From an optimization exercise on the open Yosys and OpenROAD flow, aimed at small area, a short achievable clock period and few clock cycles; shortcuts taken in it are not production practice.
RTL that was checked went through simulation tests only; none was proved equivalent to the original.
For run 3, only the layout was checked, not whether the RTL still works.

==> flow/design.v <==
module geofence (clk, reset, X, Y, valid, is_inside);
    input clk;
    input reset;
    input [9:0] X;
    input [9:0] Y;
    output valid;
    output is_inside;
    reg [3:0] phase;
    reg [9:0] tx, ty;
    reg       vsx, vsy, lsx, lsy, rsx, rsy;
    reg [9:0] vmx, vmy, lmx, lmy, rmx, rmy;
    reg       inside_acc;
    reg       _valid, _inside;
    assign valid = _valid;
    assign is_inside = _inside;
    wire [10:0] ex = {1'b0, X} + {1'b0, ~tx};
    wire [10:0] ey = {1'b0, Y} + {1'b0, ~ty};
    wire        dsx = ~ex[10];
    wire        dsy = ~ey[10];
    wire [9:0]  dmx = dsx ? ~ex[9:0] : ex[9:0] + 10'd1;
    wire [9:0]  dmy = dsy ? ~ey[9:0] : ey[9:0] + 10'd1;
    wire ge_l, ge_r;   
    geofence_cmp cmp_l (.a(lmx), .b(vmy), .c(vmx), .d(lmy), .msb(ge_l));
    geofence_cmp cmp_r (.a(rmx), .b(vmy), .c(vmx), .d(rmy), .msb(ge_r));
    wire s1l = lsx ^ vsy, s2l = vsx ^ lsy;
    wire s1r = rsx ^ vsy, s2r = vsx ^ rsy;
    wire nl1 = s1l, nl0 = s1l ^ (s1l == s2l);
    wire nr1 = s1r, nr0 = s1r ^ (s1r == s2r);
    wire nl = ge_l ? nl1 : nl0;
    wire nr = ge_r ? nr1 : nr0;
    wire active = (phase >= 4'd3) && (phase <= 4'd7);
    wire [3:0] upd_l_t = {nl1 & nr1, nl1 & nr0, nl0 & nr1, nl0 & nr0};
    wire [3:0] upd_r_t = {~nl1 & ~nr1, ~nl1 & ~nr0, ~nl0 & ~nr1, ~nl0 & ~nr0};
    wire upd_l = active & upd_l_t[{ge_l, ge_r}];
    wire upd_r = active & upd_r_t[{ge_l, ge_r}];
    wire wrap = nl & ~nr;
    always @(posedge clk or posedge reset) begin
        if (reset) begin
            phase <= 4'd0;
            _valid <= 1'b0;
            _inside <= 1'b0;
        end else begin
            phase <= (phase == 4'd8) ? 4'd0 : phase + 4'd1;
            _valid <= (phase == 4'd7);
            if (phase == 4'd7) _inside <= inside_acc | wrap;
        end
    end
    always @(posedge clk) begin
        if (phase == 4'd0) begin
            tx <= X;
            ty <= Y;
        end
        vsx <= dsx; vsy <= dsy; vmx <= dmx; vmy <= dmy;
        if (phase == 4'd2) begin
            lsx <= vsx; lsy <= vsy; lmx <= vmx; lmy <= vmy;
            rsx <= vsx; rsy <= vsy; rmx <= vmx; rmy <= vmy;
            inside_acc <= 1'b0;
        end else begin
            if (upd_l) begin
                lsx <= vsx; lsy <= vsy; lmx <= vmx; lmy <= vmy;
            end
            if (upd_r) begin
                rsx <= vsx; rsy <= vsy; rmx <= vmx; rmy <= vmy;
            end
            if (active & wrap) inside_acc <= 1'b1;
        end
    end
endmodule
module geofence_cmp(input [9:0] a,b,c,d, output msb);
  wire t1 = a[0] & b[0];
  wire t2 = ~(c[0] & d[0]);
  wire t3 = a[1] & b[0];
  wire t4 = ~(c[1] & d[0]);
  wire t5 = a[2] & b[0];
  wire t6 = ~(c[2] & d[0]);
  wire t7 = a[3] & b[0];
  wire t8 = ~(c[3] & d[0]);
  wire t9 = a[4] & b[0];
  wire t10 = ~(c[4] & d[0]);
  wire t11 = a[5] & b[0];
  wire t12 = ~(c[5] & d[0]);
  wire t13 = a[6] & b[0];
  wire t14 = ~(c[6] & d[0]);
  wire t15 = a[7] & b[0];
  wire t16 = ~(c[7] & d[0]);
  wire t17 = a[8] & b[0];
  wire t18 = ~(c[8] & d[0]);
  wire t19 = a[9] & b[0];
  wire t20 = ~(c[9] & d[0]);
  wire t21 = a[0] & b[1];
  wire t22 = ~(c[0] & d[1]);
  wire t23 = a[1] & b[1];
  wire t24 = ~(c[1] & d[1]);
  wire t25 = a[2] & b[1];
  wire t26 = ~(c[2] & d[1]);
  wire t27 = a[3] & b[1];
  wire t28 = ~(c[3] & d[1]);
  wire t29 = a[4] & b[1];
  wire t30 = ~(c[4] & d[1]);
  wire t31 = a[5] & b[1];
  wire t32 = ~(c[5] & d[1]);
  wire t33 = a[6] & b[1];
  wire t34 = ~(c[6] & d[1]);
  wire t35 = a[7] & b[1];
  wire t36 = ~(c[7] & d[1]);
  wire t37 = a[8] & b[1];
  wire t38 = ~(c[8] & d[1]);
  wire t39 = a[9] & b[1];
  wire t40 = ~(c[9] & d[1]);
  wire t41 = a[0] & b[2];
  wire t42 = ~(c[0] & d[2]);
  wire t43 = a[1] & b[2];
  wire t44 = ~(c[1] & d[2]);
  wire t45 = a[2] & b[2];
  wire t46 = ~(c[2] & d[2]);
  wire t47 = a[3] & b[2];
  wire t48 = ~(c[3] & d[2]);
  wire t49 = a[4] & b[2];
  wire t50 = ~(c[4] & d[2]);
  wire t51 = a[5] & b[2];
  wire t52 = ~(c[5] & d[2]);
  wire t53 = a[6] & b[2];
  wire t54 = ~(c[6] & d[2]);
  wire t55 = a[7] & b[2];
  wire t56 = ~(c[7] & d[2]);
  wire t57 = a[8] & b[2];
  wire t58 = ~(c[8] & d[2]);
  wire t59 = a[9] & b[2];
  wire t60 = ~(c[9] & d[2]);
  wire t61 = a[0] & b[3];
  wire t62 = ~(c[0] & d[3]);
  wire t63 = a[1] & b[3];
  wire t64 = ~(c[1] & d[3]);
  wire t65 = a[2] & b[3];
  wire t66 = ~(c[2] & d[3]);
  wire t67 = a[3] & b[3];
  wire t68 = ~(c[3] & d[3]);
  wire t69 = a[4] & b[3];
  wire t70 = ~(c[4] & d[3]);
  wire t71 = a[5] & b[3];
  wire t72 = ~(c[5] & d[3]);
  wire t73 = a[6] & b[3];
  wire t74 = ~(c[6] & d[3]);
  wire t75 = a[7] & b[3];
  wire t76 = ~(c[7] & d[3]);
  wire t77 = a[8] & b[3];
  wire t78 = ~(c[8] & d[3]);
  wire t79 = a[9] & b[3];
  wire t80 = ~(c[9] & d[3]);
  wire t81 = a[0] & b[4];
  wire t82 = ~(c[0] & d[4]);
  wire t83 = a[1] & b[4];
  wire t84 = ~(c[1] & d[4]);
  wire t85 = a[2] & b[4];
  wire t86 = ~(c[2] & d[4]);
  wire t87 = a[3] & b[4];
  wire t88 = ~(c[3] & d[4]);
  wire t89 = a[4] & b[4];
  wire t90 = ~(c[4] & d[4]);
  wire t91 = a[5] & b[4];
  wire t92 = ~(c[5] & d[4]);
  wire t93 = a[6] & b[4];
  wire t94 = ~(c[6] & d[4]);
  wire t95 = a[7] & b[4];
  wire t96 = ~(c[7] & d[4]);
  wire t97 = a[8] & b[4];
  wire t98 = ~(c[8] & d[4]);
  wire t99 = a[9] & b[4];
  wire t100 = ~(c[9] & d[4]);
  wire t101 = a[0] & b[5];
  wire t102 = ~(c[0] & d[5]);
  wire t103 = a[1] & b[5];
  wire t104 = ~(c[1] & d[5]);
  wire t105 = a[2] & b[5];
  wire t106 = ~(c[2] & d[5]);
  wire t107 = a[3] & b[5];
  wire t108 = ~(c[3] & d[5]);
  wire t109 = a[4] & b[5];
  wire t110 = ~(c[4] & d[5]);
  wire t111 = a[5] & b[5];
  wire t112 = ~(c[5] & d[5]);
  wire t113 = a[6] & b[5];
  wire t114 = ~(c[6] & d[5]);
  wire t115 = a[7] & b[5];
  wire t116 = ~(c[7] & d[5]);
  wire t117 = a[8] & b[5];
  wire t118 = ~(c[8] & d[5]);
  wire t119 = a[9] & b[5];
  wire t120 = ~(c[9] & d[5]);
  wire t121 = a[0] & b[6];
  wire t122 = ~(c[0] & d[6]);
  wire t123 = a[1] & b[6];
  wire t124 = ~(c[1] & d[6]);
  wire t125 = a[2] & b[6];
  wire t126 = ~(c[2] & d[6]);
  wire t127 = a[3] & b[6];
  wire t128 = ~(c[3] & d[6]);
  wire t129 = a[4] & b[6];
  wire t130 = ~(c[4] & d[6]);
  wire t131 = a[5] & b[6];
  wire t132 = ~(c[5] & d[6]);
  wire t133 = a[6] & b[6];
  wire t134 = ~(c[6] & d[6]);
  wire t135 = a[7] & b[6];
  wire t136 = ~(c[7] & d[6]);
  wire t137 = a[8] & b[6];
  wire t138 = ~(c[8] & d[6]);
  wire t139 = a[9] & b[6];
  wire t140 = ~(c[9] & d[6]);
  wire t141 = a[0] & b[7];
  wire t142 = ~(c[0] & d[7]);
  wire t143 = a[1] & b[7];
  wire t144 = ~(c[1] & d[7]);
  wire t145 = a[2] & b[7];
  wire t146 = ~(c[2] & d[7]);
  wire t147 = a[3] & b[7];
  wire t148 = ~(c[3] & d[7]);
  wire t149 = a[4] & b[7];
  wire t150 = ~(c[4] & d[7]);
  wire t151 = a[5] & b[7];
  wire t152 = ~(c[5] & d[7]);
  wire t153 = a[6] & b[7];
  wire t154 = ~(c[6] & d[7]);
  wire t155 = a[7] & b[7];
  wire t156 = ~(c[7] & d[7]);
  wire t157 = a[8] & b[7];
  wire t158 = ~(c[8] & d[7]);
  wire t159 = a[9] & b[7];
  wire t160 = ~(c[9] & d[7]);
  wire t161 = a[0] & b[8];
  wire t162 = ~(c[0] & d[8]);
  wire t163 = a[1] & b[8];
  wire t164 = ~(c[1] & d[8]);
  wire t165 = a[2] & b[8];
  wire t166 = ~(c[2] & d[8]);
  wire t167 = a[3] & b[8];
  wire t168 = ~(c[3] & d[8]);
  wire t169 = a[4] & b[8];
  wire t170 = ~(c[4] & d[8]);
  wire t171 = a[5] & b[8];
  wire t172 = ~(c[5] & d[8]);
  wire t173 = a[6] & b[8];
  wire t174 = ~(c[6] & d[8]);
  wire t175 = a[7] & b[8];
  wire t176 = ~(c[7] & d[8]);
  wire t177 = a[8] & b[8];
  wire t178 = ~(c[8] & d[8]);
  wire t179 = a[9] & b[8];
  wire t180 = ~(c[9] & d[8]);
  wire t181 = a[0] & b[9];
  wire t182 = ~(c[0] & d[9]);
  wire t183 = a[1] & b[9];
  wire t184 = ~(c[1] & d[9]);
  wire t185 = a[2] & b[9];
  wire t186 = ~(c[2] & d[9]);
  wire t187 = a[3] & b[9];
  wire t188 = ~(c[3] & d[9]);
  wire t189 = a[4] & b[9];
  wire t190 = ~(c[4] & d[9]);
  wire t191 = a[5] & b[9];
  wire t192 = ~(c[5] & d[9]);
  wire t193 = a[6] & b[9];
  wire t194 = ~(c[6] & d[9]);
  wire t195 = a[7] & b[9];
  wire t196 = ~(c[7] & d[9]);
  wire t197 = a[8] & b[9];
  wire t198 = ~(c[8] & d[9]);
  wire t199 = a[9] & b[9];
  wire t200 = ~(c[9] & d[9]);
  wire t201, t202;
  assign {t202, t201} = t19 + t20 + t37;
  wire t203 = t39 ^ t40;
  wire t204 = t39 & t40;
  wire t205, t206;
  assign {t206, t205} = t13 + t14 + t31;
  wire t207, t208;
  assign {t208, t207} = t15 + t16 + t33;
  wire t209, t210;
  assign {t210, t209} = t34 + t51 + t52;
  wire t211 = t69 ^ t70;
  wire t212 = t69 & t70;
  wire t213, t214;
  assign {t214, t213} = t17 + t18 + t35;
  wire t215, t216;
  assign {t216, t215} = t36 + t53 + t54;
  wire t217, t218;
  assign {t218, t217} = t71 + t72 + t89;
  wire t219, t220;
  assign {t220, t219} = t90 + t107 + t108;
  wire t221 = t125 ^ t126;
  wire t222 = t125 & t126;
  wire t223, t224;
  assign {t224, t223} = t38 + t55 + t56;
  wire t225, t226;
  assign {t226, t225} = t73 + t74 + t91;
  wire t227, t228;
  assign {t228, t227} = t92 + t109 + t110;
  wire t229, t230;
  assign {t230, t229} = t127 + t128 + t145;
  wire t231, t232;
  assign {t232, t231} = t146 + t163 + t164;
  wire t233 = t181 ^ t182;
  wire t234 = t181 & t182;
  wire t235, t236;
  assign {t236, t235} = t57 + t58 + t75;
  wire t237, t238;
  assign {t238, t237} = t76 + t93 + t94;
  wire t239, t240;
  assign {t240, t239} = t111 + t112 + t129;
  wire t241, t242;
  assign {t242, t241} = t130 + t147 + t148;
  wire t243, t244;
  assign {t244, t243} = t165 + t166 + t183;
  wire t245, t246;
  assign {t246, t245} = t184 + 1'b1 + t202;
  wire t247, t248;
  assign {t248, t247} = t59 + t60 + t77;
  wire t249, t250;
  assign {t250, t249} = t78 + t95 + t96;
  wire t251, t252;
  assign {t252, t251} = t113 + t114 + t131;
  wire t253, t254;
  assign {t254, t253} = t132 + t149 + t150;
  wire t255, t256;
  assign {t256, t255} = t167 + t168 + t185;
  wire t257, t258;
  assign {t258, t257} = t79 + t80 + t97;
  wire t259, t260;
  assign {t260, t259} = t98 + t115 + t116;
  wire t261, t262;
  assign {t262, t261} = t133 + t134 + t151;
  wire t263, t264;
  assign {t264, t263} = t99 + t100 + t117;
  wire t265, t266;
  assign {t266, t265} = t9 + t10 + t27;
  wire t267, t268;
  assign {t268, t267} = t11 + t12 + t29;
  wire t269, t270;
  assign {t270, t269} = t30 + t47 + t48;
  wire t271 = t65 ^ t66;
  wire t272 = t65 & t66;
  wire t273, t274;
  assign {t274, t273} = t32 + t49 + t50;
  wire t275, t276;
  assign {t276, t275} = t67 + t68 + t85;
  wire t277, t278;
  assign {t278, t277} = t86 + t103 + t104;
  wire t279 = t121 ^ t122;
  wire t280 = t121 & t122;
  wire t281, t282;
  assign {t282, t281} = t87 + t88 + t105;
  wire t283, t284;
  assign {t284, t283} = t106 + t123 + t124;
  wire t285, t286;
  assign {t286, t285} = t141 + t142 + 1'b1;
  wire t287, t288;
  assign {t288, t287} = t206 + t207 + t209;
  wire t289, t290;
  assign {t290, t289} = t143 + t144 + t161;
  wire t291, t292;
  assign {t292, t291} = t162 + 1'b1 + t208;
  wire t293, t294;
  assign {t294, t293} = t210 + t212 + t213;
  wire t295, t296;
  assign {t296, t295} = t215 + t217 + t219;
  wire t297, t298;
  assign {t298, t297} = 1'b1 + t201 + t214;
  wire t299, t300;
  assign {t300, t299} = t216 + t218 + t220;
  wire t301, t302;
  assign {t302, t301} = t222 + t223 + t225;
  wire t303, t304;
  assign {t304, t303} = t227 + t229 + t231;
  wire t305, t306;
  assign {t306, t305} = t203 + t224 + t226;
  wire t307, t308;
  assign {t308, t307} = t228 + t230 + t232;
  wire t309, t310;
  assign {t310, t309} = t234 + t235 + t237;
  wire t311, t312;
  assign {t312, t311} = t239 + t241 + t243;
  wire t313, t314;
  assign {t314, t313} = t186 + t204 + t236;
  wire t315, t316;
  assign {t316, t315} = t238 + t240 + t242;
  wire t317, t318;
  assign {t318, t317} = t244 + t246 + t247;
  wire t319, t320;
  assign {t320, t319} = t249 + t251 + t253;
  wire t321, t322;
  assign {t322, t321} = t152 + t169 + t170;
  wire t323, t324;
  assign {t324, t323} = t187 + t188 + t248;
  wire t325, t326;
  assign {t326, t325} = t250 + t252 + t254;
  wire t327, t328;
  assign {t328, t327} = t256 + t257 + t259;
  wire t329, t330;
  assign {t330, t329} = t118 + t135 + t136;
  wire t331, t332;
  assign {t332, t331} = t153 + t154 + t171;
  wire t333, t334;
  assign {t334, t333} = t172 + t189 + t190;
  wire t335, t336;
  assign {t336, t335} = t258 + t260 + t262;
  wire t337, t338;
  assign {t338, t337} = t119 + t120 + t137;
  wire t339, t340;
  assign {t340, t339} = t138 + t155 + t156;
  wire t341, t342;
  assign {t342, t341} = t173 + t174 + t191;
  wire t343, t344;
  assign {t344, t343} = t139 + t140 + t157;
  wire t345 = t5 ^ t6;
  wire t346 = t5 & t6;
  wire t347, t348;
  assign {t348, t347} = t7 + t8 + t25;
  wire t349, t350;
  assign {t350, t349} = t26 + t43 + t44;
  wire t351, t352;
  assign {t352, t351} = t28 + t45 + t46;
  wire t353, t354;
  assign {t354, t353} = t63 + t64 + t81;
  wire t355 = t82 ^ 1'b1;
  wire t356 = t82 & 1'b1;
  wire t357, t358;
  assign {t358, t357} = t83 + t84 + t101;
  wire t359, t360;
  assign {t360, t359} = t102 + 1'b1 + t266;
  wire t361, t362;
  assign {t362, t361} = t267 + t269 + t271;
  wire t363, t364;
  assign {t364, t363} = 1'b1 + t205 + t268;
  wire t365, t366;
  assign {t366, t365} = t270 + t272 + t273;
  wire t367, t368;
  assign {t368, t367} = t275 + t277 + t279;
  wire t369, t370;
  assign {t370, t369} = t211 + t274 + t276;
  wire t371, t372;
  assign {t372, t371} = t278 + t280 + t281;
  wire t373, t374;
  assign {t374, t373} = t283 + t285 + t287;
  wire t375, t376;
  assign {t376, t375} = t221 + t282 + t284;
  wire t377, t378;
  assign {t378, t377} = t286 + t288 + t289;
  wire t379, t380;
  assign {t380, t379} = t291 + t293 + t295;
  wire t381, t382;
  assign {t382, t381} = t233 + t290 + t292;
  wire t383, t384;
  assign {t384, t383} = t294 + t296 + t297;
  wire t385, t386;
  assign {t386, t385} = t299 + t301 + t303;
  wire t387, t388;
  assign {t388, t387} = t245 + t298 + t300;
  wire t389, t390;
  assign {t390, t389} = t302 + t304 + t305;
  wire t391, t392;
  assign {t392, t391} = t307 + t309 + t311;
  wire t393, t394;
  assign {t394, t393} = t255 + t306 + t308;
  wire t395, t396;
  assign {t396, t395} = t310 + t312 + t313;
  wire t397, t398;
  assign {t398, t397} = t315 + t317 + t319;
  wire t399, t400;
  assign {t400, t399} = t261 + t314 + t316;
  wire t401, t402;
  assign {t402, t401} = t318 + t320 + t321;
  wire t403, t404;
  assign {t404, t403} = t323 + t325 + t327;
  wire t405, t406;
  assign {t406, t405} = t263 + t322 + t324;
  wire t407, t408;
  assign {t408, t407} = t326 + t328 + t329;
  wire t409, t410;
  assign {t410, t409} = t331 + t333 + t335;
  wire t411, t412;
  assign {t412, t411} = t192 + t264 + t330;
  wire t413, t414;
  assign {t414, t413} = t332 + t334 + t336;
  wire t415, t416;
  assign {t416, t415} = t337 + t339 + t341;
  wire t417, t418;
  assign {t418, t417} = t158 + t175 + t176;
  wire t419, t420;
  assign {t420, t419} = t193 + t194 + t338;
  wire t421, t422;
  assign {t422, t421} = t340 + t342 + t343;
  wire t423, t424;
  assign {t424, t423} = t159 + t160 + t177;
  wire t425, t426;
  assign {t426, t425} = t178 + t195 + t196;
  wire t427 = t3 ^ t4;
  wire t428 = t3 & t4;
  wire t429, t430;
  assign {t430, t429} = t23 + t24 + t41;
  wire t431 = t42 ^ 1'b1;
  wire t432 = t42 & 1'b1;
  wire t433, t434;
  assign {t434, t433} = t61 + t62 + 1'b1;
  wire t435, t436;
  assign {t436, t435} = t346 + t347 + t349;
  wire t437, t438;
  assign {t438, t437} = t265 + t348 + t350;
  wire t439, t440;
  assign {t440, t439} = t351 + t353 + t355;
  wire t441, t442;
  assign {t442, t441} = t352 + t354 + t356;
  wire t443, t444;
  assign {t444, t443} = t357 + t359 + t361;
  wire t445, t446;
  assign {t446, t445} = t358 + t360 + t362;
  wire t447, t448;
  assign {t448, t447} = t363 + t365 + t367;
  wire t449, t450;
  assign {t450, t449} = t364 + t366 + t368;
  wire t451, t452;
  assign {t452, t451} = t369 + t371 + t373;
  wire t453, t454;
  assign {t454, t453} = t370 + t372 + t374;
  wire t455, t456;
  assign {t456, t455} = t375 + t377 + t379;
  wire t457, t458;
  assign {t458, t457} = t376 + t378 + t380;
  wire t459, t460;
  assign {t460, t459} = t381 + t383 + t385;
  wire t461, t462;
  assign {t462, t461} = t382 + t384 + t386;
  wire t463, t464;
  assign {t464, t463} = t387 + t389 + t391;
  wire t465, t466;
  assign {t466, t465} = t388 + t390 + t392;
  wire t467, t468;
  assign {t468, t467} = t393 + t395 + t397;
  wire t469, t470;
  assign {t470, t469} = t394 + t396 + t398;
  wire t471, t472;
  assign {t472, t471} = t399 + t401 + t403;
  wire t473, t474;
  assign {t474, t473} = t400 + t402 + t404;
  wire t475, t476;
  assign {t476, t475} = t405 + t407 + t409;
  wire t477, t478;
  assign {t478, t477} = t406 + t408 + t410;
  wire t479, t480;
  assign {t480, t479} = t411 + t413 + t415;
  wire t481, t482;
  assign {t482, t481} = t412 + t414 + t416;
  wire t483, t484;
  assign {t484, t483} = t417 + t419 + t421;
  wire t485, t486;
  assign {t486, t485} = t344 + t418 + t420;
  wire t487, t488;
  assign {t488, t487} = t422 + t423 + t425;
  wire t489, t490;
  assign {t490, t489} = t179 + t180 + t197;
  wire t491, t492;
  assign {t492, t491} = t198 + t424 + t426;
  wire t493 = t21 ^ t22;
  wire t494 = t21 & t22;
  wire t495, t496;
  assign {t496, t495} = t345 + t428 + t429;
  wire t497, t498;
  assign {t498, t497} = t430 + t432 + t433;
  wire t499, t500;
  assign {t500, t499} = t434 + t436 + t437;
  wire t501, t502;
  assign {t502, t501} = t438 + t440 + t441;
  wire t503, t504;
  assign {t504, t503} = t442 + t444 + t445;
  wire t505, t506;
  assign {t506, t505} = t446 + t448 + t449;
  wire t507, t508;
  assign {t508, t507} = t450 + t452 + t453;
  wire t509, t510;
  assign {t510, t509} = t454 + t456 + t457;
  wire t511, t512;
  assign {t512, t511} = t458 + t460 + t461;
  wire t513, t514;
  assign {t514, t513} = t462 + t464 + t465;
  wire t515, t516;
  assign {t516, t515} = t466 + t468 + t469;
  wire t517, t518;
  assign {t518, t517} = t470 + t472 + t473;
  wire t519, t520;
  assign {t520, t519} = t474 + t476 + t477;
  wire t521, t522;
  assign {t522, t521} = t478 + t480 + t481;
  wire t523, t524;
  assign {t524, t523} = t482 + t484 + t485;
  wire t525, t526;
  assign {t526, t525} = t486 + t488 + t489;
  wire t527, t528;
  assign {t528, t527} = t199 + t200 + t490;
  wire t529 = t1 ^ t2;
  wire t530 = t1 & t2;
  wire t531, t532;
  assign {t532, t531} = 1'b1 + t427 + t493;
  wire t533, t534;
  assign {t534, t533} = t431 + t494 + t495;
  wire t535, t536;
  assign {t536, t535} = t435 + t496 + t497;
  wire t537, t538;
  assign {t538, t537} = t439 + t498 + t499;
  wire t539, t540;
  assign {t540, t539} = t443 + t500 + t501;
  wire t541, t542;
  assign {t542, t541} = t447 + t502 + t503;
  wire t543, t544;
  assign {t544, t543} = t451 + t504 + t505;
  wire t545, t546;
  assign {t546, t545} = t455 + t506 + t507;
  wire t547, t548;
  assign {t548, t547} = t459 + t508 + t509;
  wire t549, t550;
  assign {t550, t549} = t463 + t510 + t511;
  wire t551, t552;
  assign {t552, t551} = t467 + t512 + t513;
  wire t553, t554;
  assign {t554, t553} = t471 + t514 + t515;
  wire t555, t556;
  assign {t556, t555} = t475 + t516 + t517;
  wire t557, t558;
  assign {t558, t557} = t479 + t518 + t519;
  wire t559, t560;
  assign {t560, t559} = t483 + t520 + t521;
  wire t561, t562;
  assign {t562, t561} = t487 + t522 + t523;
  wire t563, t564;
  assign {t564, t563} = t491 + t524 + t525;
  wire t565, t566;
  assign {t566, t565} = t492 + t526 + t527;
  wire [20:0] r0 = {1'b0, t528, t564, t562, t560, t558, t556, t554, t552, t550, t548, t546, t544, t542, t540, t538, t536, t534, t532, t530, 1'b1};
  wire [20:0] r1 = {1'b0, t566, t565, t563, t561, t559, t557, t555, t553, t551, t549, t547, t545, t543, t541, t539, t537, t535, t533, t531, t529};
  wire [20:0] s = r0 + r1;
  assign msb = s[20];
endmodule
==> flow/run.sh <==
#!/bin/bash
# synth_recipe.tcl (not shown) runs the flow's synth.tcl, then flattens the netlist and writes it again
# the make line also repeats each setting of config.mk as NAME=value (left out here)
make -C /OpenROAD-flow-scripts/flow DESIGN_CONFIG=/design/flow/config.mk WORK_HOME=/design/flow/orfs CLKGATE_MAP_FILE= SYNTH_SCRIPT=/design/flow/synth_recipe.tcl finish
==> flow/config.mk <==
export PLATFORM = sky130hd
export DESIGN_NAME = geofence
export DESIGN_NICKNAME = geofence
export VERILOG_FILES = /design/flow/design.v
export SDC_FILE = /design/flow/constraint.sdc
export NUM_CORES = 4
export LEC_CHECK = 0
export ABC_CLOCK_PERIOD_IN_PS = 6000
export CAP_MARGIN = 20
export CORE_MARGIN = 2
export CORE_UTILIZATION = 60
export SETUP_SLACK_MARGIN = 5
export SLEW_MARGIN = 20
==> flow/constraint.sdc <==
create_clock -name core_clock -period 12.0 [get_ports {clk}]
set_input_delay 2.4000 -clock core_clock [delete_from_list [all_inputs] [get_ports {clk}]]
set_output_delay 2.4000 -clock core_clock [all_outputs]
set_load 0.01 [all_outputs]
==> reports/summary.json, run 1 <==
{
  "global_routing": {
    "grt_start_max_net_pins": 23,
    "grt_antenna_before_repair": 0,
    "first_global_vias": 10829,
    "first_pass_grt_wire_length_um": 55660,
    "groute.usage.overall_pct": 27.78,
    "globalRouteOverflowTotal": 0
  },
  "synth": {
    "syn-cell-area_sq_um": 15060,
    "synth_top_cell_area_share_pct": 43.61,
    "post_synth.cell_area_avg_sq_um": 10.08,
    "synth-main-ff-cell": "edfxtp_1",
    "synth-seq-area-share_pct": 16.82,
    "post_synth_inst_count": 1494,
    "synthTopCellsByArea": "fa_1 44%, edfxtp_1 13%, ha_1 8.2%",
    "dominant_cell_by_count_in_the_synthesized_netlist": "fa_1",
    "synth.ff_latch_count": 93,
    "synth_async_sr_flop_share_pct": 6.452,
    "yosys_warnings": 1,
    "synth_fp_nets": 1943,
    "synth_top_cells_by_count": "328 x fa_1, 281 x inv_1, 267 x nand2_1",
    "synth_enable_flop_cells": 64,
    "synth.distinct_cells": 47,
    "post_synth_top_area_cell": "fa_1"
  },
  "timing": {
    "clock_skew_ns": 0.007112,
    "setup_viol": 0,
    "achievable-frequency_mhz": 149.9,
    "worst_slew_margin_relative_to_its_limit_pct": 43.05,
    "timing.final.crit_share_pct": 55.59,
    "timing_max_transition_violations_final": 0,
    "post-route-worst-setup-slack_ns": 5.330,
    "rsz0062_at_grt": "no",
    "timing.setup.tns_ns": 0,
    "fin_crit_ns": 6.670,
    "total_count_of_hold_check_failures_in_the_final_report": 0,
    "worst_slew_pin_slew_ns": 0.8410
  },
  "status": {
    "result_of_the_run": "finished clean"
  },
  "worst_setup_path": {
    "worstPathArrival_ns": 6.66,
    "critPathLaunch": "vmx[5]",
    "critical_path.cell_chain": "nand2_1 > fa_1 > inv_1 > fa_1 > fa_1 > fa_1 > fa_1 > fa_1 > inv_1 > ha_1 > a21oi_1 > o21ai_0 > a221oi_2 > nand3_1 > mux2i_2 > nand2_1 > o21ai_4",
    "timing.critical_path.mode_cell": "fa_1",
    "cp.required_ns": 11.99,
    "max_stage_delay_ns": 0.72,
    "critical-path-top-delay-family": "adder cells",
    "r2r-start": "vmx[5]",
    "worst_path_max_delay_cell": "dfxtp_2",
    "cp-end-kind": "flip-flop",
    "crit_fanout": 22,
    "cp_num_buf_inv": 2,
    "path_class": "reg2reg",
    "timing.critical_path.from_type": "flip-flop"
  },
  "routing": {
    "vias_per_cell": 5.477,
    "routed-via-count": 9798,
    "wl_per_cell_um": 18.83,
    "detailedRoute.firstIterationViolations": 563,
    "postRouteAntennaNets": 0,
    "final_routed_wirelength_across_all_metal_layers_um": 33680,
    "firstDrtPassIters": 5,
    "post_detailed_route_drc_marker_count": 0
  },
  "clock_tree": {
    "cts_inserted_buffers": 9,
    "clkTransAtPathRegs_ns": 0.06,
    "root_buffer": "clkbuf_16",
    "tritoncts_clock_tree": "built",
    "cts-root-to-sink-buffers": 2,
    "htreeDepth": 3,
    "cts-hold-fix-buffers": 0,
    "insertion_delay_of_the_later_clocked_pin_in_the_worst_skew_pair_ns": 0.34,
    "clock_sink_count": 93
  },
  "final_layout": {
    "drive_above_1_share_pct": 5.324,
    "syn2layout_area_growth_pct": 5.169,
    "postLayoutCoreUtil_pct": 64.73,
    "filler_cell_count": 2000,
    "final_cells": 1789,
    "antennaDiodeCount": 0,
    "nNetsFinal": 1909,
    "final-seq-area_sq_um": 2560,
    "multi_input_area_sq_um": 11210
  },
  "floorplanning": {
    "floorplan.die_area_sq_um": 26380,
    "initial_utilization_pct": 61.55,
    "chipHeight_um": 162.4,
    "rows": 57,
    "core-area_sq_um": 24460,
    "die_width_um": 162.4,
    "pin_count": 24
  },
  "place": {
    "place_congestion": 0.8645,
    "place.port_buffers": 23,
    "dpl_worst_slack_ns": 4.434,
    "detailedPlacementHpwl_um": 25940,
    "placed_cells": 1769
  },
  "min_path": {
    "hold_path.class": "reg2reg",
    "worstHoldStart": "phase[0]"
  },
  "flow_run": {
    "max_cap_violations": 0
  }
}
[routing by layer]
metal  share of wire (%)  up-vias  GRT usage (%)  routed length [um]
li1                    -     4400              -                   -
met1                  39     5046          36.03               13240
met2                  52      279          49.77               17490
met3                 5.6       73          2.979                1870
met4                 3.2        0          8.246                1079
met5                   0        -              0                   0
[layout make-up]
cell class	instances	share of cell area, %
Clock buffer	10	1.446
Multi-Input combinational cell	1041	70.81
Timing Repair Buffer	32	1.881
Inverter	283	6.740
Tap cell	324	2.560
Sequential cell	93	16.17
Clock inverter	6	0.3951
[placed cells by master, fill, tap and decap left out, types with 5 or more instances in the layout]
cell type / n
a21oi_1: 22
dfxtp_1: 9
edfxtp_1: 64
o21ai_0: 10
and2_1: 161
a21oi_2: 8
nand2_1: 267
clkdlybuf4s50_1: 23
dfrtp_1: 6
xnor2_2: 7
nand4_1: 7
and3_1: 5
inv_1: 281
ha_1: 99
xnor2_1: 19
fa_1: 328
xor2_1: 9
clkbuf_16: 9
dfxtp_2: 10
nor2_1: 25
buf_4: 9
nand3_1: 12
[logic make-up (layout without fill, tap and decap cells)]
kind of cell    after synthesis  in the layout  share of synthesized area [%]
compound gates               83             84                          4.081
xor+xnor                     35             35                          2.385
fa+ha+maj                   427            427                          51.84
buf+inv                     361            331                          9.033
flops                        93             93                          16.82
mux                           2              2                         0.1330
simple gates                493            493                          15.71
[final timing paths]
kind,slack (ns),to,cells after the start
worst min-delay path,0.48,phase[0],1
worst min register to register,0.48,phase[0],1
max in group asynchronous,9.55,phase[1],2
min in group asynchronous,2.26,phase[3],2
worst max register to register,5.33,rmy[3],17
worst max-delay path,5.33,rmy[3],17
[repair_timing]
item,CTS,global route
buffers inserted,0,3
gates resized for setup,17,6
cloned,1,0
setup endpoints to repair,44,44
[registers in the layout (all words and copies together) (netlist names), 4 cells and up]
| register | cells |
|---|---|
| lmx | 10 |
| lmy | 10 |
| rmx | 10 |
| rmy | 10 |
| tx | 10 |
| ty | 10 |
| vmx | 10 |
| vmy | 10 |
| phase | 4 |
[stage by stage]
step / instance area [sq um] / hold WS [ns]
after detailed placement: 15450 / 0.4785
after floorplan: 15060 / 0.4437
final: 15830 / 0.4809
after global routing: 15830 / 0.5044
after global placement: 15450 / 0.4924
after CTS: 15790 / 0.4848
Testbench counts, summed over its fixed seeds: cycles 10,800.
==> run 2: changes to the inputs <==
==> flow/flow/run.sh (new file) <==
#!/bin/bash
# The standard layout, with one step added after synthesis: flow/fapol.py
# picks the polarity of each full-adder cell (a full adder is self-dual) so
# that fewer inverters are left between the adders of the carry-save trees.
# It changes only combinational cells; the registers keep their names and cells.
# Each tool's output goes to a log here: synth.log, fapol.log, finish.log
# (ORFS also keeps each step's log under orfs/logs).
set -euo pipefail
R=orfs/results/$FLOW_PLATFORM/geofence/base
bash standard.sh synth > synth.log 2>&1
cp $R/1_2_yosys.v $R/1_2_yosys.std.v
python3 flow/fapol.py $R/1_2_yosys.std.v $R/1_2_yosys.v > fapol.log 2>&1
rm -f $R/1_synth.odb $R/1_synth.sdc
bash standard.sh finish > finish.log 2>&1
==> flow/flow/fapol.py (new file) <==
#!/usr/bin/env python3
"""Chooses the polarity of each full adder in a Yosys netlist to remove inverters.

A full adder is self-dual: FA(~a, ~b, ~c) = (~sum, ~cout). Each sky130 fa cell
may be flipped (its inputs and outputs taken complemented); inverters are then
put back only where a load needs the other polarity of a net (at most one per
net). The flips are chosen by simulated annealing on the inverter count.
Inverters that drive a port or an assign are left alone.
usage: fapol2.py in.v out.v [seed]
"""
import re, sys, random, math
from collections import defaultdict

src = open(sys.argv[1]).read()
seed = int(sys.argv[3]) if len(sys.argv) > 3 else 1
mstart = src.index('module ')
head_end = src.index(');', mstart) + 2
body = src[head_end:src.rindex('endmodule')]
stmts = re.findall(r'\s*(.*?;)', body, re.S)
decls = []; insts = []; others = []
inst_re = re.compile(r'(\S+)\s+(\S+)\s*\((.*)\)\s*;', re.S)
for s in stmts:
    t = s.strip()
    if t.startswith(('wire', 'input', 'output', 'reg')):
        decls.append(t)
    elif t.startswith('assign'):
        others.append(t)
    else:
        m = inst_re.match(t)
        assert m, t
        typ, name, pins = m.groups()
        pm = [(p, n.strip()) for p, n in re.findall(r'\.(\w+)\(([^()]*)\)', pins)]
        insts.append([typ, name, pm])

OUTP = {'X', 'Y', 'Q', 'Q_N', 'SUM', 'COUT', 'HI', 'LO'}
def is_inv(t): return re.fullmatch(r'sky130_fd_sc_hd__inv_\d+', t) is not None
def is_fa(t): return re.fullmatch(r'sky130_fd_sc_hd__fa_\d+', t) is not None

protected = set()
for o in others:
    for w in re.findall(r'\\?[A-Za-z_][\w$]*(?:\s*\[\d+\])?', o):
        protected.add(w.replace(' ', ''))
for d in decls:
    if d.startswith(('input', 'output')):
        for nm in re.sub(r'^(input|output)\s+(\[[^\]]*\]\s*)?', '', d).rstrip(';').split(','):
            protected.add(nm.strip())
# bus ports: any net whose base name is a port is protected
pbase = set(p.split('[')[0].strip() for p in protected)
def is_prot(n): return n in protected or n.split('[')[0].strip() in pbase

drv = {}
for k, (t, n, pm) in enumerate(insts):
    for p, net in pm:
        if p in OUTP: drv[net] = k

# removable inverters: input driven by a cell output, output not protected
removable = set()
for k, (t, n, pm) in enumerate(insts):
    if is_inv(t):
        d = dict(pm)
        if not is_prot(d['Y']) and d['A'] in drv:
            removable.add(k)

def root(net):
    """follow removable inverters back: (root net, parity)"""
    par = 0
    while net in drv and drv[net] in removable:
        net = dict(insts[drv[net]][2])['A']; par ^= 1
    return net, par

# loads of each root net: (inst, pin index, parity)
loads = defaultdict(list)
for k, (t, n, pm) in enumerate(insts):
    if k in removable: continue
    for i, (p, net) in enumerate(pm):
        if p in OUTP: continue
        r, par = root(net)
        if r != net or par:
            loads[r].append((k, i, par))
        else:
            loads[r].append((k, i, 0))
fa_ids = [k for k, (t, n, pm) in enumerate(insts) if is_fa(t)
          and not any(is_prot(net) for p, net in pm if p in OUTP)]
flip = defaultdict(int)
fa_set = set(fa_ids)
def drv_flip(r):
    k = drv.get(r)
    return flip[k] if k in fa_set else 0
def net_cost(r):
    fd = drv_flip(r)
    for (k, i, par) in loads[r]:
        if par ^ fd ^ (flip[k] if k in fa_set else 0): return 1
    return 0
# nets touched by each FA
touch = {}
for k in fa_ids:
    s = set()
    for p, net in insts[k][2]:
        s.add(root(net)[0] if p not in OUTP else net)
    touch[k] = s
allnets = list(loads.keys())
cost = sum(net_cost(r) for r in allnets)
start = cost
rng = random.Random(seed)
T = 1.0
best = cost; bestflip = dict(flip)
steps = 200000
for step in range(steps):
    T = 2.0 * (1 - step / steps) + 0.01
    k = rng.choice(fa_ids)
    before = sum(net_cost(r) for r in touch[k])
    flip[k] ^= 1
    after = sum(net_cost(r) for r in touch[k])
    d = after - before
    if d <= 0 or rng.random() < math.exp(-d / T):
        cost += d
        if cost < best:
            best = cost; bestflip = dict(flip)
    else:
        flip[k] ^= 1
flip = defaultdict(int, bestflip)
sys.stderr.write(f'removable inverters {len(removable)}; nets needing an inverter {start} -> {best}; flipped {sum(flip.values())}\n')

# rebuild
new_insts = []
new_wires = []
invnet = {}
def get_inv(r):
    if r not in invnet:
        n = f'_pol{len(invnet)}_'
        invnet[r] = n
        new_wires.append(n)
        new_insts.append(['sky130_fd_sc_hd__inv_1', f'_polinv{len(invnet)}_', [('A', r), ('Y', n)]])
    return invnet[r]
rewired = {}
for r, ls in loads.items():
    fd = drv_flip(r)
    for (k, i, par) in ls:
        q = par ^ fd ^ (flip[k] if k in fa_set else 0)
        rewired[(k, i)] = get_inv(r) if q else r
out_insts = []
for k, (t, n, pm) in enumerate(insts):
    if k in removable: continue
    pm2 = [(p, rewired.get((k, i), net)) for i, (p, net) in enumerate(pm)]
    out_insts.append([t, n, pm2])
out_insts += new_insts
out = [src[:head_end]]
for d in decls: out.append('  ' + d)
for w in new_wires: out.append(f'  wire {w};')
for t, n, pm in out_insts:
    pins = ',\n'.join(f'    .{p}({v}' + (' )' if v.startswith('\\') else ')') for p, v in pm)
    out.append(f'  {t} {n} (\n{pins}\n  );')
for o in others: out.append('  ' + o)
out.append('endmodule')
open(sys.argv[2], 'w').write('\n'.join(out) + '\n')
ninv = sum(1 for t, n, pm in out_insts if is_inv(t))
sys.stderr.write(f'inverters in netlist {sum(1 for t,n,pm in insts if is_inv(t))} -> {ninv}\n')
==> flow/standard.sh (new file) <==
#!/bin/bash
# synth_recipe.tcl (not shown) runs the flow's synth.tcl, then flattens the netlist and writes it again
# the make line also repeats each setting of config.mk as NAME=value (left out here)
make -C /OpenROAD-flow-scripts/flow DESIGN_CONFIG=/design/flow/config.mk WORK_HOME=/design/flow/orfs CLKGATE_MAP_FILE= SYNTH_SCRIPT=/design/flow/synth_recipe.tcl "${@:-finish}"
removed: flow/run.sh
==> reports/summary.json, run 2 <==
{
  "status": {
    "result_of_the_run": "finished clean"
  },
  "final_layout": {
    "syn2layout_area_growth_pct": 5.081,
    "final_cells": 1700,
    "final_cell_mix": "328 x fa_1, 267 x nand2_1, 196 x inv_1",
    "postLayoutCoreUtil_pct": 64.00,
    "drive_above_1_share_pct": 5.378,
    "antennaDiodeCount": 0,
    "nNetsFinal": 1820,
    "layout_commonest_cell": "fa_1"
  },
  "routing": {
    "firstDrtPassIters": 5,
    "post_detailed_route_drc_marker_count": 0,
    "postRouteAntennaNets": 0,
    "wl_per_cell_um": 19.65,
    "final_routed_wirelength_across_all_metal_layers_um": 33400,
    "detailedRoute.firstIterationViolations": 584,
    "vias_per_cell": 5.617,
    "routed-via-count": 9549
  },
  "global_routing": {
    "first_global_vias": 10723,
    "groute.usage.overall_pct": 28.44,
    "grt_antenna_before_repair": 0,
    "first_pass_grt_wire_length_um": 55660,
    "grt_start_max_net_pins": 23,
    "globalRouteOverflowTotal": 0
  },
  "worst_setup_path": {
    "max_stage_delay_ns": 0.72,
    "critical-path-top-delay-family": "adder cells",
    "timing.critical_path.mode_cell": "fa_1",
    "cp.required_ns": 12.01,
    "worstReg2RegEnd": "rmx[2]",
    "timing.critical_path.from_type": "flip-flop",
    "crit_fanout": 22,
    "cp-end-kind": "flip-flop",
    "reg2regPathDepth": 16,
    "r2r-start": "vmy[4]",
    "cp_num_buf_inv": 1,
    "worstPathArrival_ns": 6.70,
    "path_class": "reg2reg",
    "flop2flop_setup_slack_ns": 5.31,
    "critical_path.cell_chain": "nand2_1 > fa_1 > inv_1 > fa_1 > fa_1 > fa_1 > fa_1 > fa_1 > ha_1 > a21oi_1 > o21ai_0 > a221oi_2 > nand3_1 > mux2i_2 > nand2_1 > o21ai_4",
    "worst_path_max_delay_cell": "dfxtp_2"
  },
  "place": {
    "detailedPlacementHpwl_um": 25790,
    "place_congestion": 0.8430,
    "place.port_buffers": 23,
    "placed_cells": 1683
  },
  "floorplanning": {
    "chipHeight_um": 160.7,
    "initial_utilization_pct": 60.90,
    "die_width_um": 160.7,
    "pin_count": 24,
    "floorplan.die_area_sq_um": 25810,
    "core-area_sq_um": 24180,
    "rows": 57
  },
  "min_path": {
    "min_path_cells": 1,
    "worstHoldStart": "phase[0]",
    "hold_path.class": "reg2reg",
    "hold-path-endpoint": "phase[0]"
  },
  "flow_run": {
    "max_cap_violations": 0
  },
  "clock_tree": {
    "tritoncts_clock_tree": "built",
    "clock_sink_count": 93,
    "cts-hold-fix-buffers": 0,
    "root_buffer": "clkbuf_16",
    "cts_inserted_buffers": 9,
    "insertion_delay_of_the_later_clocked_pin_in_the_worst_skew_pair_ns": 0.35,
    "cts-root-to-sink-buffers": 2,
    "clkTransAtPathRegs_ns": 0.07,
    "htreeDepth": 3
  },
  "timing": {
    "timing.final.crit_share_pct": 55.78,
    "clock_skew_ns": 0.009267,
    "worst_slew_pin_slew_ns": 0.8665,
    "timing_max_transition_violations_final": 0,
    "achievable-frequency_mhz": 149.4,
    "fin_crit_ns": 6.694,
    "setup_viol": 0,
    "total_count_of_hold_check_failures_in_the_final_report": 0,
    "timing.setup.tns_ns": 0,
    "worst_slew_margin_relative_to_its_limit_pct": 42.23,
    "rsz0062_at_grt": "no"
  },
  "synth": {
    "synth_fp_nets": 1856,
    "syn-cell-area_sq_um": 14720,
    "post_synth_inst_count": 1407,
    "post_synth.cell_area_avg_sq_um": 10.46,
    "yosys_warnings": 1
  }
}
## run 2: how the worst max path moves through the flow
| stage | startpoint | endpoint | slack, ns | cells past startpoint |
|---|---|---|---|---|
| after detailed placement | vmy[4] | rmy[8] | 4.40 | 16 |
| after global routing | vmx[2] | rmx[3] | 5.09 | 17 |
| after floorplan | vmy[9] | rmx[0] | 5.04 | 17 |
| after global placement | vmy[4] | rmy[8] | 4.51 | 16 |
| final | vmy[4] | rmx[2] | 5.31 | 16 |
| after CTS | vmx[7] | rmx[3] | 5.05 | 15 |
## run 2: layout make-up
type	count	area, sq um
clock buffer	12	256.5
clock inverter	4	31.28
fill	1999	8705
inverter	196	735.7
multi-input combinational	1041	11210
sequential	93	2549
tap	324	405.4
timing repair buffer	30	282.8
## run 2: routing by layer
| layer | part of all wire, % | up-vias | track usage (%) |
|---|---|---|---|
| met1 | 39 | 4932 | 36.61 |
| li1 | - | 4219 | - |
| met4 | 4.3 | 0 | 12.29 |
| met3 | 5.9 | 82 | 4.236 |
| met2 | 51 | 316 | 48.47 |
| met5 | 0 | - | 0 |
## run 2: per-stage QoR
| stage | hold slack [ns] | cell area [sq um] | setup WS (ns) |
|---|---|---|---|
| floorplan | 0.4437 | 14720 | 5.044 |
| global placement | 0.4792 | 15130 | 4.511 |
| detailed placement | 0.4763 | 15130 | 4.399 |
| CTS | 0.4836 | 15460 | 5.049 |
| global route | 0.5073 | 15470 | 5.094 |
| finish | 0.4793 | 15470 | 5.306 |
## run 2: what timing repair did
action                                  in CTS  in global routing
resized for setup                           16                  2
gates cloned                                 1                  0
endpoints found under the setup margin      44                 44
hold endpoints to repair                     0                  0
buffers inserted                             0                  0
==> run 3: changes to the inputs <==
--- a/flow/design.v
+++ b/flow/design.v
@@ -10,4 +10,5 @@
     reg       vsx, vsy, lsx, lsy, rsx, rsy;
     reg [9:0] vmx, vmy, lmx, lmy, rmx, rmy;
+    reg [9:0] vmx_n, vmy_n;   
     reg       inside_acc;
     reg       _valid, _inside;
@@ -22,5 +23,5 @@
     wire ge_l, ge_r;   
     geofence_cmp cmp_l (.a(lmx), .b(vmy), .c(vmx), .d(lmy), .msb(ge_l));
-    geofence_cmp cmp_r (.a(rmx), .b(vmy), .c(vmx), .d(rmy), .msb(ge_r));
+    geofence_cmp cmp_r (.a(rmx), .b(~vmy_n), .c(~vmx_n), .d(rmy), .msb(ge_r));
     wire s1l = lsx ^ vsy, s2l = vsx ^ lsy;
     wire s1r = rsx ^ vsy, s2r = vsx ^ rsy;
@@ -52,4 +53,5 @@
         end
         vsx <= dsx; vsy <= dsy; vmx <= dmx; vmy <= dmy;
+        vmx_n <= ~dmx; vmy_n <= ~dmy;
         if (phase == 4'd2) begin
             lsx <= vsx; lsy <= vsy; lmx <= vmx; lmy <= vmy;
==> reports/summary.json, run 3 <==
{
  "timing": {
    "timing.final.crit_share_pct": 55.37,
    "clock_skew_ns": 0.01141,
    "fin_crit_ns": 6.644,
    "setup_viol": 0,
    "timing.setup.tns_ns": 0,
    "worst_slew_margin_relative_to_its_limit_pct": 49.23,
    "hold-worst-slack_ns": 0.4923,
    "timing_max_transition_violations_final": 0,
    "achievable-frequency_mhz": 150.5,
    "worst_slew_pin_slew_ns": 0.7605,
    "total_count_of_hold_check_failures_in_the_final_report": 0,
    "rsz0062_at_grt": "no"
  },
  "worst_setup_path": {
    "cp.required_ns": 12.08,
    "path_class": "reg2reg",
    "r2r-start": "rmy[4]",
    "timing.critical_path.from_type": "flip-flop",
    "cp-end-kind": "flip-flop",
    "crit_fanout": 11,
    "reg2regPathDepth": 16,
    "worstPathArrival_ns": 6.72,
    "flop2flop_setup_slack_ns": 5.36,
    "worstReg2RegEnd": "rmx[2]"
  },
  "place": {
    "place_congestion": 0.9059,
    "detailedPlacementHpwl_um": 28360,
    "place.port_buffers": 23,
    "placed_cells": 1715
  },
  "min_path": {
    "min_path_cells": 1,
    "hold-path-endpoint": "phase[0]",
    "hold_path.class": "reg2reg",
    "worstHoldStart": "phase[0]"
  },
  "final_layout": {
    "final_cell_mix": "328 x fa_1, 202 x inv_1, 144 x nand2_1",
    "drive_above_1_share_pct": 3.597,
    "final_cells": 1748,
    "layout_commonest_cell": "fa_1",
    "filler_cell_count": 2046,
    "antennaDiodeCount": 0,
    "nNetsFinal": 1854,
    "syn2layout_area_growth_pct": 7.723
  },
  "global_routing": {
    "grt_antenna_before_repair": 0,
    "grt_start_max_net_pins": 23,
    "first_pass_grt_wire_length_um": 57950,
    "globalRouteOverflowTotal": 0,
    "first_global_vias": 10977,
    "groute.usage.overall_pct": 29.02
  },
  "flow_run": {
    "max_cap_violations": 0
  },
  "floorplanning": {
    "rows": 58,
    "initial_utilization_pct": 60.84,
    "floorplan.die_area_sq_um": 26750,
    "core-area_sq_um": 25110,
    "die_width_um": 163.6,
    "chipHeight_um": 163.6,
    "pin_count": 24
  },
  "routing": {
    "routed-via-count": 9663,
    "final_routed_wirelength_across_all_metal_layers_um": 35190,
    "detailedRoute.firstIterationViolations": 589,
    "post_detailed_route_drc_marker_count": 0,
    "firstDrtPassIters": 5,
    "postRouteAntennaNets": 0,
    "vias_per_cell": 5.528,
    "wl_per_cell_um": 20.13
  },
  "synth": {
    "post_synth.cell_area_avg_sq_um": 10.93,
    "yosys_warnings": 1,
    "synth_fp_nets": 1847,
    "post_synth_inst_count": 1398,
    "syn-cell-area_sq_um": 15280
  },
  "clock_tree": {
    "clkTransAtPathRegs_ns": 0.06,
    "cts-root-to-sink-buffers": 2,
    "clock_sink_count": 113,
    "cts_inserted_buffers": 17,
    "tritoncts_clock_tree": "built",
    "insertion_delay_of_the_later_clocked_pin_in_the_worst_skew_pair_ns": 0.41,
    "htreeDepth": 4,
    "root_buffer": "clkbuf_16",
    "cts-hold-fix-buffers": 0
  },
  "status": {
    "result_of_the_run": "finished clean"
  }
}
[run 3: worst max-delay path by stage]
stage | startpoint | endpoint | depth (start not counted)
floorplan | vmx[2] | lmx[0] | 17
global placement | rmy[2] | rmx[7] | 17
detailed placement | rmy[2] | rmy[9] | 17
CTS | rmy[8] | rmx[9] | 16
global route | rmy[2] | rmx[2] | 17
finish | rmy[4] | rmx[2] | 16
[run 3: layout make-up]
type	instances	area [sq um]	area share (%)
clock buffer	17	425.4	2.585
sequential	113	2933	17.82
inverter	202	758.2	4.607
clock inverter	15	176.4	1.072
multi-input combinational	1046	11510	69.92
timing repair buffer	25	245.2	1.490
tap	330	412.9	2.509
[run 3: per-layer routing]
metal	wire, um	GRT usage, %
met1	15390	40.24
met2	17100	48.41
met3	1933	4.012
met4	767	8.214
met5	0	0
[run 3: repair_timing]
action	in CTS	in global routing
pin swaps	0	2
buffers inserted	0	0
cloned	0	1
resized for setup	2	4
setup endpoints to repair	22	22
[run 3: worst max-delay path: stages, from the launching register on]
cell	delay, ns
edfxtp_1	0.60
nor2b_1	0.25
fa_1	0.56
inv_1	0.06
fa_1	0.55
fa_1	0.46
fa_1	0.45
fa_1	0.47
fa_1	0.51
ha_1	0.31
o21ai_0	0.11
o21bai_2	0.26
a41oi_1	0.16
o31ai_2	0.48
mux2i_2	0.41
nor3b_2	0.32
a21bo_2	0.36
[run 3: per-stage QoR]
stage	utilization (%)	cell area [sq um]	worst slack [ns]
2_1_floorplan	-	15280	5.457
3_3_place_gp	62.99	15820	4.783
3_5_place_dp	62.99	15820	4.775
4_1_cts	65.43	16430	5.015
5_1_grt	65.54	16460	5.074
6_report	65.54	16460	5.356
==> run 4: changes to the inputs <==
--- a/flow/design.v
+++ b/flow/design.v
@@ -10,5 +10,4 @@
     reg       vsx, vsy, lsx, lsy, rsx, rsy;
     reg [9:0] vmx, vmy, lmx, lmy, rmx, rmy;
-    reg [9:0] vmx_n, vmy_n;   
     reg       inside_acc;
     reg       _valid, _inside;
@@ -23,5 +22,5 @@
     wire ge_l, ge_r;   
     geofence_cmp cmp_l (.a(lmx), .b(vmy), .c(vmx), .d(lmy), .msb(ge_l));
-    geofence_cmp cmp_r (.a(rmx), .b(~vmy_n), .c(~vmx_n), .d(rmy), .msb(ge_r));
+    geofence_cmp cmp_r (.a(rmx), .b(vmy), .c(vmx), .d(rmy), .msb(ge_r));
     wire s1l = lsx ^ vsy, s2l = vsx ^ lsy;
     wire s1r = rsx ^ vsy, s2r = vsx ^ rsy;
@@ -53,5 +52,4 @@
         end
         vsx <= dsx; vsy <= dsy; vmx <= dmx; vmy <= dmy;
-        vmx_n <= ~dmx; vmy_n <= ~dmy;
         if (phase == 4'd2) begin
             lsx <= vsx; lsy <= vsy; lmx <= vmx; lmy <= vmy;
--- a/flow/flow/run.sh
+++ b/flow/flow/run.sh
@@ -2,5 +2,6 @@
 # The standard layout, with one step added after synthesis: flow/fapol.py
 # picks the polarity of each full-adder cell (a full adder is self-dual) so
-# that fewer inverters are left between the adders of the carry-save trees.
+# that fewer inverters are left between the adders of the carry-save trees,
+# and puts each adder's latest-arriving input on its fastest pin (CIN).
 # It changes only combinational cells; the registers keep their names and cells.
 # Each tool's output goes to a log here: synth.log, fapol.log, finish.log
--- a/flow/flow/fapol.py
+++ b/flow/flow/fapol.py
@@ -1,4 +1,4 @@
 #!/usr/bin/env python3
-"""Chooses the polarity of each full adder in a Yosys netlist to remove inverters.
+"""Chooses the polarity and the input order of each full adder in a Yosys netlist.
 
 A full adder is self-dual: FA(~a, ~b, ~c) = (~sum, ~cout). Each sky130 fa cell
@@ -7,4 +7,6 @@
 net). The flips are chosen by simulated annealing on the inverter count.
 Inverters that drive a port or an assign are left alone.
+Then each adder's inputs are reordered by estimated arrival time: the latest
+net goes to CIN, the fastest input, and the earliest to A.
 usage: fapol2.py in.v out.v [seed]
 """
@@ -145,4 +147,47 @@
     out_insts.append([t, n, pm2])
 out_insts += new_insts
+# Pin order: the inputs of a full adder are interchangeable, and CIN is its
+# fastest input, A its slowest; give the latest-arriving net CIN, the earliest A.
+FA_D = {'A': (0.57, 0.45), 'B': (0.54, 0.42), 'CIN': (0.52, 0.40)}
+odrv = {}
+for idx, (t, n, pm) in enumerate(out_insts):
+    for p, net in pm:
+        if p in OUTP: odrv[net] = (idx, p)
+arr = {}
+SEQ = ('dfxtp', 'dfrtp', 'edfxtp', 'dfstp', 'dfbbp', 'dfxbp', 'dfrbp', 'sdf', 'dlx', 'conb')
+def arrival(net, depth=0):
+    if net in arr: return arr[net]
+    d = odrv.get(net)
+    if d is None or depth > 500:
+        arr[net] = 0.0; return 0.0
+    t, n, pm = out_insts[d[0]]
+    base = t[16:]
+    if base.startswith(SEQ):
+        arr[net] = 0.4; return 0.4
+    ins = [(p, v) for p, v in pm if p not in OUTP]
+    if is_fa(t):
+        k = 0 if d[1] == 'SUM' else 1
+        a = max(arrival(v, depth + 1) + FA_D[p][k] for p, v in ins)
+    else:
+        dl = 0.06 if is_inv(t) else 0.3 if 'ha_' in t else 0.2
+        a = max([arrival(v, depth + 1) for p, v in ins] or [0.0]) + dl
+    arr[net] = a
+    return a
+import sys as _s
+_s.setrecursionlimit(100000)
+# adders in order of their inputs' arrival, so that each sees final arrivals
+swapped = 0
+for _ in range(3):
+    arr.clear()
+    for idx, (t, n, pm) in enumerate(out_insts):
+        if not is_fa(t): continue
+        d = dict(pm)
+        nets = sorted([d['A'], d['B'], d['CIN']], key=lambda v: arrival(v))
+        new = {'A': nets[0], 'B': nets[1], 'CIN': nets[2]}
+        if new != {'A': d['A'], 'B': d['B'], 'CIN': d['CIN']}:
+            swapped += 1
+            out_insts[idx][2] = [(p, new.get(p, v)) for p, v in pm]
+sys.stderr.write(f'adders with inputs reordered: {swapped}\n')
+
 out = [src[:head_end]]
 for d in decls: out.append('  ' + d)
==> reports/summary.json, run 4 <==
{
  "status": {
    "result_of_the_run": "finished clean"
  },
  "place": {
    "place.port_buffers": 23,
    "place_congestion": 0.8277,
    "placed_cells": 1686,
    "detailedPlacementHpwl_um": 25620
  },
  "worst_setup_path": {
    "cp.required_ns": 11.99,
    "timing.critical_path.mode_cell": "fa_1",
    "max_stage_delay_ns": 0.68,
    "worst_path_max_delay_cell": "dfxtp_1",
    "critical-path-top-delay-family": "adder cells",
    "worstPathArrival_ns": 6.61,
    "path_class": "reg2reg",
    "timing.critical_path.from_type": "flip-flop",
    "cp-end-kind": "flip-flop",
    "critical_path.cell_chain": "buf_4 > nand2_1 > fa_1 > inv_1 > fa_1 > fa_1 > fa_1 > fa_1 > fa_1 > ha_1 > nand4_1 > nor4_1 > a22oi_1 > nand3_1 > mux2i_1 > nand2_1 > o21ai_4",
    "crit_fanout": 12,
    "cp_num_buf_inv": 2
  },
  "routing": {
    "routed-via-count": 9521,
    "postRouteAntennaNets": 0,
    "post_detailed_route_drc_marker_count": 0,
    "detailedRoute.firstIterationViolations": 568,
    "wl_per_cell_um": 19.58,
    "final_routed_wirelength_across_all_metal_layers_um": 33340,
    "vias_per_cell": 5.591,
    "firstDrtPassIters": 5
  },
  "flow_run": {
    "max_cap_violations": 0
  },
  "synth": {
    "syn-cell-area_sq_um": 14720,
    "yosys_warnings": 1,
    "synth_fp_nets": 1856,
    "post_synth_inst_count": 1407,
    "post_synth.cell_area_avg_sq_um": 10.46
  },
  "timing": {
    "timing.final.crit_share_pct": 55.14,
    "hold-worst-slack_ns": 0.5074,
    "timing_max_transition_violations_final": 0,
    "timing.setup.tns_ns": 0,
    "total_count_of_hold_check_failures_in_the_final_report": 0,
    "worst_slew_pin_slew_ns": 0.8806,
    "rsz0062_at_grt": "no",
    "setup_viol": 0,
    "clock_skew_ns": 0.01046,
    "worst_slew_margin_relative_to_its_limit_pct": 41.29,
    "achievable-frequency_mhz": 151.1,
    "fin_crit_ns": 6.616
  },
  "global_routing": {
    "globalRouteOverflowTotal": 0,
    "first_global_vias": 11001,
    "groute.usage.overall_pct": 28.70,
    "first_pass_grt_wire_length_um": 56660,
    "grt_start_max_net_pins": 23,
    "grt_antenna_before_repair": 0
  },
  "floorplanning": {
    "initial_utilization_pct": 60.90,
    "core-area_sq_um": 24180,
    "rows": 57,
    "die_width_um": 160.7,
    "chipHeight_um": 160.7,
    "pin_count": 24,
    "floorplan.die_area_sq_um": 25810
  },
  "clock_tree": {
    "clock_sink_count": 93,
    "cts_inserted_buffers": 9,
    "clkTransAtPathRegs_ns": 0.07,
    "postCtsSetupBuffers": 0,
    "insertion_delay_of_the_later_clocked_pin_in_the_worst_skew_pair_ns": 0.33,
    "htreeDepth": 3,
    "root_buffer": "clkbuf_16",
    "tritoncts_clock_tree": "built",
    "cts-root-to-sink-buffers": 2
  },
  "final_layout": {
    "multi_input_area_sq_um": 11200,
    "drive_above_1_share_pct": 5.294,
    "final-seq-area_sq_um": 2545,
    "nNetsFinal": 1823,
    "final_cell_mix": "328 x fa_1, 267 x nand2_1, 196 x inv_1",
    "filler_cell_count": 1965,
    "layout_commonest_cell": "fa_1",
    "final_cells": 1703,
    "antennaDiodeCount": 0,
    "syn2layout_area_growth_pct": 5.064
  },
  "min_path": {
    "hold_path.class": "reg2reg"
  }
}
[run 4: changes by cell type in the layout (fill, tap and decap cells not counted), sizes merged, moves of 8 or more]
cell    change
and2       +80
clkbuf      -8
nor2b      -80
inv        -11
buf         +8
nand2     +123
dfxtp      -20
nand2b    -118
xor2       -10
[run 4: what timing repair did]
action / 4_1_cts / 5_1_grt
hold buffers: 0 / 0
setup endpoints to repair: 44 / 44
pin swaps: 0 / 0
gates resized for setup: 2 / 11
cloned: 0 / 1
[run 4: through the flow]
stage	setup slack (ns)	cell area [sq um]	util, %
detailed placement	4.857	15150	62.66
global placement	4.998	15150	62.66
CTS	5.028	15430	63.84
finish	5.384	15470	63.99
global route	5.034	15470	63.99
floorplan	5.206	14720	-
[run 4: final timing paths]
check                          from  endpoint  slack [ns]  cells after the start
hold / removal             phase[0]  phase[0]        0.51                      1
setup / recovery             vmy[6]    rmx[1]        5.38                     17
min in group asynchronous     reset  phase[0]        2.28                      2
setup reg to reg             vmy[6]    rmx[1]        5.38                     17
hold reg to reg            phase[0]  phase[0]        0.51                      1
max in group asynchronous     reset  phase[3]        9.53                      2
[run 4: per-layer routing]
layer / routed length [um] / up-vias / GRT usage [%]
met5: 0 / - / 0
met4: 1128 / 0 / 10.20
met3: 1718 / 69 / 3.280
met2: 17170 / 295 / 50.53
met1: 13320 / 4932 / 37.11
li1: - / 4225 / -
[run 4: final cells by class]
class / instances / area share [%]
tap: 324 / 2.621
inverter: 196 / 4.756
timing repair buffer: 33 / 1.973
clock buffer: 9 / 1.456
clock inverter: 7 / 0.3316
sequential: 93 / 16.45
multi-input combinational: 1041 / 72.41
Testbench counts of run 4, summed over its fixed seeds: cycles 10,800.

==> afterwards: timing with drivers on the ports <==
No port has a modelled driver above. Below, the same layouts with a new extraction and two added sets of constraints. Step 1: set_driving_cell puts a clkbuf_16 on clk and a buf_2 on each other input, an assumption about the parent block. Step 2 moves the port delays by t, midway between the first and last clock arrival at a register: inputs arrive t later, outputs are due t later. That takes back most of the time a late clock gives input paths. Three values: no drivers, after step 1, after step 2; two values: the first two.
run	t (ns)	setup slack, ns	worst hold slack (ns)	pins driven straight from the clock port
run 1	0.377	5.330 / 5.330 / 5.330	0.481 / 0.481 / 0.481	1
run 2	0.386	5.306 / 5.306 / 5.306	0.479 / 0.479 / 0.479	1
run 3	0.447	5.356 / 5.356 / 5.356	0.492 / 0.492 / 0.492	1
run 4	0.368	5.384 / 5.384 / 5.384	0.507 / 0.507 / 0.507	1
After both steps setup and hold are still met in every run listed.
